Context: an optimization exercise on an open-source flow, tuned for a short achievable clock period and few clock cycles. The choices shown serve that exercise and are no tape-out recipe. Function was checked by simulation only, so behaviour that the tests miss may differ from the original. No activity file was given, so power comes from the tool's default toggle rates.

==> exp/garnet: inputs <==
==> flow/design.v (excerpt) <==
module cpu (
    input  [31:0] pc_rtvec,
    output [13:0] itcm_ram_addr,
    input  [31:0] itcm_ram_dout,
    output        dtcm_ram_we,
    output [13:0] dtcm_ram_addr,
    output [31:0] dtcm_ram_din,
    output [3:0]  dtcm_ram_wem,
    input  [31:0] dtcm_ram_dout,
    input         clk,
    input         rst_n
);
clock: 14.0 ns
lec_check: 0
abc_clock_period_in_ps: 4000
cap_margin: 20
core_margin: 2
core_utilization: 40
setup_slack_margin: 5.0
slew_margin: 20
synth_hierarchical: 1
standard.sh (not shown) runs the stock make flow with config.mk's settings and CLKGATE_MAP_FILE= SYNTH_SCRIPT=/design/flow/synth_recipe.tcl, a recipe that flattens the netlist after the stock synthesis.
==> flow/flow/run.sh <==
#!/bin/bash
set -euo pipefail
bash standard.sh SETUP_SLACK_MARGIN=11.5 finish > standard_flow.log 2>&1
==> inputs of exp/lagoon, as changes to exp/garnet <==
--- a/flow/design.v
+++ b/flow/design.v
@@ -33,27 +33,25 @@
 reg         e_wen;
 reg         e_ld, e_st, e_br, e_jal, e_jalr, e_pre_sel, e_imm_sel;
 reg         e_sub, e_sra;
 reg         e_add;               
 reg  [2:0]  e_f3;
 reg  [31:0] e_a, e_b, e_imm, e_pre;
+reg  [31:0] e_o2, e_o2s;             
+reg         e_o2m;                   
+reg         e_sadd;                  
 reg         e_am, e_bm;          
 reg  [31:0] e_tgt, e_link;
 reg         e_pt;
 reg  [31:2] e_ptgt;
 reg  [15:0] e_addr;
 reg  [3:0]  e_wem;
 reg  [31:2] e_pc;
 reg  [5:0]  e_s;                 
 reg  [6:0]  e_f;                 
 reg         e_sfb;               
-reg         e_lbv, e_lb1, e_lb2;   
-reg  [5:0]  e_lbf;
-reg         m_lbv, m_lb1, m_lb2;
-reg  [5:0]  m_lbf, m_lbs;
-reg  [31:0] m_la, m_lb, m_lfix;
 reg         e_kill;              
 reg         k_pend;              
 reg  [31:0] e_fixpc;
 reg         dc_we;
 reg  [13:0] dc_addr;
 reg  [3:0]  dc_wem;
@@ -149,31 +147,31 @@
 wire w_hit2 = w_wen & (w_rd == rs2);
 wire [31:0] d_rw1 = w_hit1 ? w_val : rf1;
 wire [31:0] d_rw2 = w_hit2 ? w_val : rf2;
 wire [31:0] d_a   = m_hit1 ? m_val : d_rw1;            
 wire [31:0] d_b   = m_hit2 ? m_val : d_rw2;
 wire [15:0] d_ab  = m_hit1 ? m_res[15:0] : d_rw1[15:0];  
-wire d_lbr     = d_br & e_ld & (e_hit1 | e_hit2);
-wire lu_stall  = e_v & e_ld & ((d_use1 & e_hit1) | (d_use2 & e_hit2)) & ~d_br;
+wire lu_stall  = e_v & e_ld & ((d_use1 & e_hit1) | (d_use2 & e_hit2));
 wire agu_stall = (d_ld | d_st) & ((e_hit1 & ~e_add) | (m_hit1 & m_ld));
 wire ls_stall  = d_ld & e_v & e_st;          
 wire jr_stall  = e_v & e_jalr;               
 wire d_stall   = lu_stall | agu_stall | ls_stall | jr_stall;
 wire [31:0] d_off  = d_jal ? imm_j : d_br ? imm_b : imm_u;
 wire [31:0] d_tgt;
 ks_add32 u_dtgt (.a(q0pc), .b(d_off), .ci(1'b0), .s(d_tgt));
 wire [31:2] d_link_h;
 ks_inc30 u_dlink (.a(q0pc[31:2]), .s(d_link_h));
 wire [31:0] d_link = {d_link_h, q0pc[1:0]};
 wire        d_fixj = d_jal & ~q0pt;          
-wire        d_sfb  = d_br & ~q0pt & (ir[31:25] == 7'd0) & (ir[11:7] == 5'b01000) & ~d_lbr;
+wire        d_sfb  = d_br & ~q0pt & (ir[31:25] == 7'd0) & (ir[11:7] == 5'b01000);
 wire [5:0]  d_bsel = {6{d_br}} & {f3 == 3'b111, f3 == 3'b110, f3 == 3'b101,
                                   f3 == 3'b100, f3 == 3'b001, f3 == 3'b000};
 wire [31:0] x_a  = e_am ? m_res : e_a;
 wire [31:0] x_b  = e_bm ? m_res : e_b;
-wire [31:0] x_o2 = e_imm_sel ? e_imm : x_b;
+wire [31:0] x_o2  = e_o2m ? m_res : e_o2;
+wire [31:0] x_o2s = e_o2m ? (m_res ^ {32{e_sub}}) : e_o2s;
 wire [15:0] d_imm   = d_st ? imm_s[15:0] : imm_i[15:0];
 wire [15:0] d_addr0;
 ks_add16 u_dadd0 (.a(d_ab), .b(d_imm), .s(d_addr0));
 wire [15:0] f_a     = x_a[15:0];
 wire [15:0] f_b     = x_o2[15:0];
 wire [15:0] f_s     = f_a ^ f_b ^ d_imm;
@@ -188,53 +186,49 @@
         2'b00:   d_wem = 4'b0001 << d_addr[1:0];
         2'b01:   d_wem = d_addr[1] ? 4'b1100 : 4'b0011;
         default: d_wem = 4'b1111;
     endcase
 end
 wire [31:0] x_sum;
-ks_add32 u_xsum (.a(x_a), .b(e_sub ? ~x_o2 : x_o2), .ci(e_sub), .s(x_sum));
+ks_add32 u_xsum (.a(x_a), .b(x_o2s), .ci(e_sub), .s(x_sum));
 wire [2:0]  x_c;                          
 cmp32m u_xc (.a(x_a), .b(x_o2), .c(x_c));
 wire        x_ltu = x_c[1];
 wire        x_lt  = x_c[0];
 wire [4:0]  x_sh  = x_o2[4:0];
 wire [31:0] x_sll = x_a << x_sh;
 wire [31:0] x_srl = x_a >> x_sh;
 wire [31:0] x_sra = x_srl | ~({32{x_a[31]}} >> x_sh) & {32{x_a[31]}};
 reg  [31:0] x_alu;
 always @(*) begin
     case (e_f3)
-        3'b000: x_alu = x_sum;
+        3'b000: x_alu = x_sum;    
         3'b001: x_alu = x_sll;
         3'b010: x_alu = {31'd0, x_lt};
         3'b011: x_alu = {31'd0, x_ltu};
         3'b100: x_alu = x_a ^ x_o2;
         3'b101: x_alu = e_sra ? x_sra : x_srl;
         3'b110: x_alu = x_a | x_o2;
         default: x_alu = x_a & x_o2;
     endcase
 end
-wire [31:0] x_res = e_pre_sel ? e_pre : x_alu;
+wire [31:0] x_oth = e_pre_sel ? e_pre : x_alu;
+wire [31:0] x_res;
+alusum u_xres (.a(x_a), .b(x_o2s), .ci(e_sub), .sadd(e_sadd), .oth(x_oth), .y(x_res));
 wire x_tk, x_flush, x_flush_f, x_tk_f;
 brunit u_br_ctl (.ea(e_a), .eb(e_b), .mres(m_res), .am(e_am), .bm(e_bm),
                  .s(e_s), .f(e_f), .tk(x_tk), .fl(x_flush));
 brunit u_br_fa  (.ea(e_a), .eb(e_b), .mres(m_res), .am(e_am), .bm(e_bm),
                  .s(e_s), .f(e_f), .tk(x_tk_f), .fl(x_flush_f));
 wire [31:0] x_sd = (e_f3[1:0] == 2'b00) ? {4{x_b[7:0]}} :
                    (e_f3[1:0] == 2'b01) ? {2{x_b[15:0]}} : x_b;
 assign dtcm_ram_we   = dc_we;
 assign dtcm_ram_addr = dc_addr;
 assign dtcm_ram_wem  = dc_wem;
 assign dtcm_ram_din  = dc_din;
-wire m_ltk, m_lflush, m_ltk_f, m_lflush_f;
-lbunit u_lb_ctl (.w(w_val), .a(m_la), .b(m_lb), .s1(m_lb1), .s2(m_lb2), .v(m_lbv),
-                 .s(m_lbs), .f(m_lbf), .tk(m_ltk), .fl(m_lflush));
-lbunit u_lb_fa  (.w(w_val), .a(m_la), .b(m_lb), .s1(m_lb1), .s2(m_lb2), .v(m_lbv),
-                 .s(m_lbs), .f(m_lbf), .tk(m_ltk_f), .fl(m_lflush_f));
-wire e_eff = e_live & ~m_lflush;     
-wire flush   = x_flush | m_lflush | m_jflush | r_fix;    
+wire flush   = x_flush | m_jflush | r_fix;       
 wire d_go    = q0v & ~d_stall & ~flush;          
 wire consume = q0v & ~d_stall;                   
 wire d_ld_en = ~d_stall;                         
 wire [1:0] occ_now = {1'b0, q0v} + {1'b0, q1v} + {1'b0, q2v};
 wire [2:0] occ_in  = {1'b0, occ_now} + {2'b0, f2v} + {2'b0, fv};
 wire ok0 = (occ_in <= 3'd2);
@@ -294,19 +288,17 @@
     else
         fpc_upd = {fpred, 2'b00};
 end
 wire fpc_en  = xf_q | m_jflush | boot | r_fix | fv;
 wire fv_nxt0 = boot | m_jflush | r_fix | (consume ? ok1 : ok0);
 always @(posedge clk) begin
-    xf_q  <= x_flush_f | m_lflush_f;
-    xf_pc <= m_lflush_f ? m_lfix : e_fixpc;
+    xf_q  <= x_flush_f;
+    xf_pc <= e_fixpc;
     if (fpc_en)
         fpc <= fpc_upd;
-    if (m_lflush_f)
-        fa <= m_lfix[15:2];
-    else if (x_flush_f)
+    if (x_flush_f)
         fa <= e_fixpc[15:2];
     else
         fa <= (fpc_en | ~fv_nxt0) ? fpc_upd[15:2] : fpc[15:2];
     r_fixpc <= d_tgt;
     f2pc  <= xf_q ? xf_pc : fpc;
     f2pt  <= btk;
@@ -326,13 +318,13 @@
             q0s2 <= s2_nxt;
         end
         if (!q1v) begin q1i <= itcm_ram_dout; q1pc <= f2pc; q1pt <= f2pt; q1tgt <= f2tgt; end
         if (!q2v) begin q2i <= itcm_ram_dout; q2pc <= f2pc; q2pt <= f2pt; q2tgt <= f2tgt; end
     end
 end
-wire kill_now = k_pend | (e_v & e_sfb & x_tk);
+wire kill_now = k_pend | (e_v & e_sfb & x_tk_f);
 always @(posedge clk or negedge rst_n) begin
     if (!rst_n) begin
         e_v    <= 1'b0;
         e_kill <= 1'b0;
         e_sfb  <= 1'b0;
         k_pend <= 1'b0;
@@ -359,52 +351,50 @@
         e_add     <= ((d_op & ~ir[30]) | d_opi) & (f3 == 3'b000);
         e_sra     <= ir[30];
         e_f3      <= f3;
         e_a       <= d_a;
         e_b       <= d_b;
         e_imm     <= imm_i;
+        e_o2      <= ~(d_op | d_br) ? imm_i : d_b;
+        e_o2s     <= ~(d_op | d_br) ? imm_i : ((d_op & ir[30] & (f3 == 3'b000)) ? ~d_b : d_b);
+        e_o2m     <= e_hit2 & (d_op | d_br);
+        e_sadd    <= ~(d_lui | d_auipc | d_jal | d_jalr) & (f3 == 3'b000);
         e_pre     <= d_lui ? imm_u : d_auipc ? d_tgt : d_link;
         e_am      <= e_hit1;
         e_bm      <= e_hit2;
         e_tgt     <= d_tgt;
         e_link    <= d_link;
         e_pt      <= q0pt | d_fixj;
         e_ptgt    <= d_fixj ? d_tgt[31:2] : q0tgt;
         e_addr    <= d_addr;
         e_wem     <= d_wem;
         e_pc      <= q0pc[31:2];
     end
     e_s <= d_bsel;
-    e_lbv <= d_go & ~kill_now & d_lbr;
-    e_lb1 <= e_hit1;
-    e_lb2 <= e_hit2;
-    e_lbf <= q0pt ? {d_bsel[4], d_bsel[5], d_bsel[2], d_bsel[3], d_bsel[0], d_bsel[1]} : d_bsel;
     e_f <= {d_go & q0pt & (kill_now | ~(d_jal | d_br | d_jalr)),
-            {6{d_go & ~kill_now & ~d_sfb & ~d_lbr}} &
+            {6{d_go & ~kill_now & ~d_sfb}} &
             (q0pt ? {d_bsel[4], d_bsel[5], d_bsel[2], d_bsel[3], d_bsel[0], d_bsel[1]} : d_bsel)};
     if (e_v & e_st)
         dc_addr <= e_addr[15:2];
     else
         dc_addr <= d_addr[15:2];
     dc_wem <= e_wem;
-    dc_we  <= e_eff & e_st;     
+    dc_we  <= e_live & e_st;     
     dc_din <= x_sd;
 end
 always @(posedge clk or negedge rst_n) begin
     if (!rst_n) begin
         m_wen <= 1'b0;
         w_wen <= 1'b0;
         m_jv  <= 1'b0;
         m_bv  <= 1'b0;
-        m_lbv <= 1'b0;
     end else begin
-        m_wen <= e_eff & e_wen;
+        m_wen <= e_live & e_wen;
         w_wen <= m_wen;
-        m_jv  <= e_eff & e_jalr;
-        m_bv  <= e_eff & (e_br | e_jal | e_jalr);
-        m_lbv <= e_eff & e_lbv;
+        m_jv  <= e_live & e_jalr;
+        m_bv  <= e_live & (e_br | e_jal | e_jalr);
     end
 end
 always @(posedge clk) begin
     m_rd   <= e_rd;
     m_res  <= x_res;
     m_ld   <= e_ld;
@@ -414,50 +404,42 @@
     m_ptgt <= e_ptgt;
     m_bpc  <= e_pc;
     m_btgt <= e_tgt[31:2];
     m_jtgt <= x_sum[31:2];
     m_isjr <= e_jalr;
     m_btk  <= e_jal | e_jalr | x_tk;
-    m_la   <= x_a;
-    m_lb   <= x_b;
-    m_lb1  <= e_lb1;
-    m_lb2  <= e_lb2;
-    m_lbf  <= e_lbf;
-    m_lbs  <= e_s;
-    m_lfix <= e_fixpc;
     m_bjmp <= e_jal | e_jalr;
     w_rd   <= m_rd;
     w_val  <= m_val;
     if (w_wen) rf[w_rd] <= w_val;
 end
-wire       m_btkx = m_lbv ? m_ltk : m_btk;
 wire [3:0] uidx = m_bpc[5:2];
 wire       uhit = bt_v[uidx] && (bt_tag[uidx] == m_bpc[31:6]);
 wire [1:0] uctr = bt_ctr[uidx];
 reg        u_v, u_wtgt, u_jmp;
 reg  [3:0] u_idx;
 reg  [31:6] u_tag;
 reg  [31:2] u_tgt;
 reg  [1:0] u_ctr;
 always @(posedge clk or negedge rst_n) begin
     if (!rst_n)
         u_v <= 1'b0;
     else
-        u_v <= m_bv & (m_btkx | uhit);
+        u_v <= m_bv & (m_btk | uhit);
 end
 always @(posedge clk) begin
     u_idx  <= uidx;
     u_tag  <= m_bpc[31:6];
     u_tgt  <= m_isjr ? m_jtgt : m_btgt;
     u_jmp  <= m_bjmp;
-    u_wtgt <= m_btkx;
+    u_wtgt <= m_btk;
     if (m_bjmp)
         u_ctr <= 2'b11;
     else if (!uhit)
         u_ctr <= 2'b10;
-    else if (m_btkx)
+    else if (m_btk)
         u_ctr <= (uctr == 2'b11) ? 2'b11 : uctr + 2'd1;
     else
         u_ctr <= (uctr == 2'b00) ? 2'b00 : uctr - 2'd1;
 end
 integer k;
 always @(posedge clk or negedge rst_n) begin
@@ -777,16 +759,12 @@
 wire [2:0]  c;
 cmp32m u_c (.a(a), .b(b), .c(c));
 wire eq = c[2], ltu = c[1], lt = c[0];
 assign tk = (s[0] & eq) | (s[1] & ~eq) | (s[2] & lt) | (s[3] & ~lt) | (s[4] & ltu) | (s[5] & ~ltu);
 assign fl = (f[0] & eq) | (f[1] & ~eq) | (f[2] & lt) | (f[3] & ~lt) | (f[4] & ltu) | (f[5] & ~ltu) | f[6];
 endmodule
-module lbunit (input [31:0] w, input [31:0] a, input [31:0] b, input s1, input s2, input v,
-               input [5:0] s, input [5:0] f, output tk, output fl);
-wire [31:0] x = s1 ? w : a;
-wire [31:0] y = s2 ? w : b;
-wire [2:0]  c;
-cmp32m u_c (.a(x), .b(y), .c(c));
-wire eq = c[2], ltu = c[1], lt = c[0];
-assign tk = (s[0] & eq) | (s[1] & ~eq) | (s[2] & lt) | (s[3] & ~lt) | (s[4] & ltu) | (s[5] & ~ltu);
-assign fl = v & ((f[0] & eq) | (f[1] & ~eq) | (f[2] & lt) | (f[3] & ~lt) | (f[4] & ltu) | (f[5] & ~ltu));
+module alusum (input [31:0] a, input [31:0] b, input ci, input sadd, input [31:0] oth,
+               output [31:0] y);
+wire [31:0] sum;
+ks_add32 u_a (.a(a), .b(b), .ci(ci), .s(sum));
+assign y = sadd ? sum : oth;
 endmodule
==> notes.md <==
	exp/lagoon	exp/garnet
Post-route met1 wirelength	222 mm	230 mm
Slew at the pin with the worst max-slew slack	1.34 ns	1.35 ns
Count of buffers added by post-CTS timing repair for setup	764	779
Final clock skew	0.0748 ns	0.112 ns
Startpoint of the worst setup timing path	fa[13]$_DFF_P_	e_lb2$_DFF_P_
Horizontal die dimension	599 µm	602 µm
Core region area	0.352 mm²	0.356 mm²
Non-Clock Buffer Count	1558	1525
Average cell area after synthesis	13.5 µm²	13.7 µm²
Routed wire length per instance	37.6 µm	38.3 µm
Outcome	timing/DRC/antenna clean	timing/DRC/antenna clean
Fraction of area in clock buffers and inverters	5.94%	6.11%
Number of cells on the critical path	1	17
Met3 routing resource usage after global routing	9.94%	10.1%
Clock buffer instance count of the final layout	446	459
Seq group	12700 µW	12900 µW
Total clock buffers created by CTS	329	335
Post_cts resized	2388	2386
Non-clock inverter count in the final layout	319	374
R2R Path End	e_f[5]$_DFF_P_	m_res[26]$_DFF_P_
Routability-driven placement congestion ratio	0.953	0.962
Effective utilization at floorplan	40.1%	40.2%
Wire length of the first global-routing pass	848 mm	864 mm
Seq cells	3114	3170
Testbench counts of exp/garnet, summed over its fixed seeds: cycles 706,679.
Testbench counts of exp/lagoon, summed over its fixed seeds: cycles 716,398.

-- afterwards: timing with drivers on the ports --
In the flow no input, the clock included, has a driving cell. The finished layouts below were timed again as built, in two steps. Step 1, drivers: a clkbuf_16 drives clk and a buf_2 each remaining input, both assumed. Step 2, shift: input delay + t, output delay - t, t = (earliest + latest rising clock arrival at the registers) / 2. This alone moves slack from input paths to output paths. Slacks: no drivers / after step 1 / after step 2; pairs: no drivers / after step 1.
run | t, ns | setup slack, ns | worst hold slack (ns) | worst setup path at the end
exp/garnet | 1.042 | 9.355 / 9.355 / 9.240 | 0.249 / 0.249 / 0.249 | input to register
exp/lagoon | 1.043 | 9.682 / 9.576 / 8.812 | 0.276 / 0.276 / 0.276 | input to register
After both steps setup and hold are still met in every run listed. For exp/lagoon, which loses most, drivers alone change the setup slack by -0.106 ns; drivers and shift together by -0.870 ns.
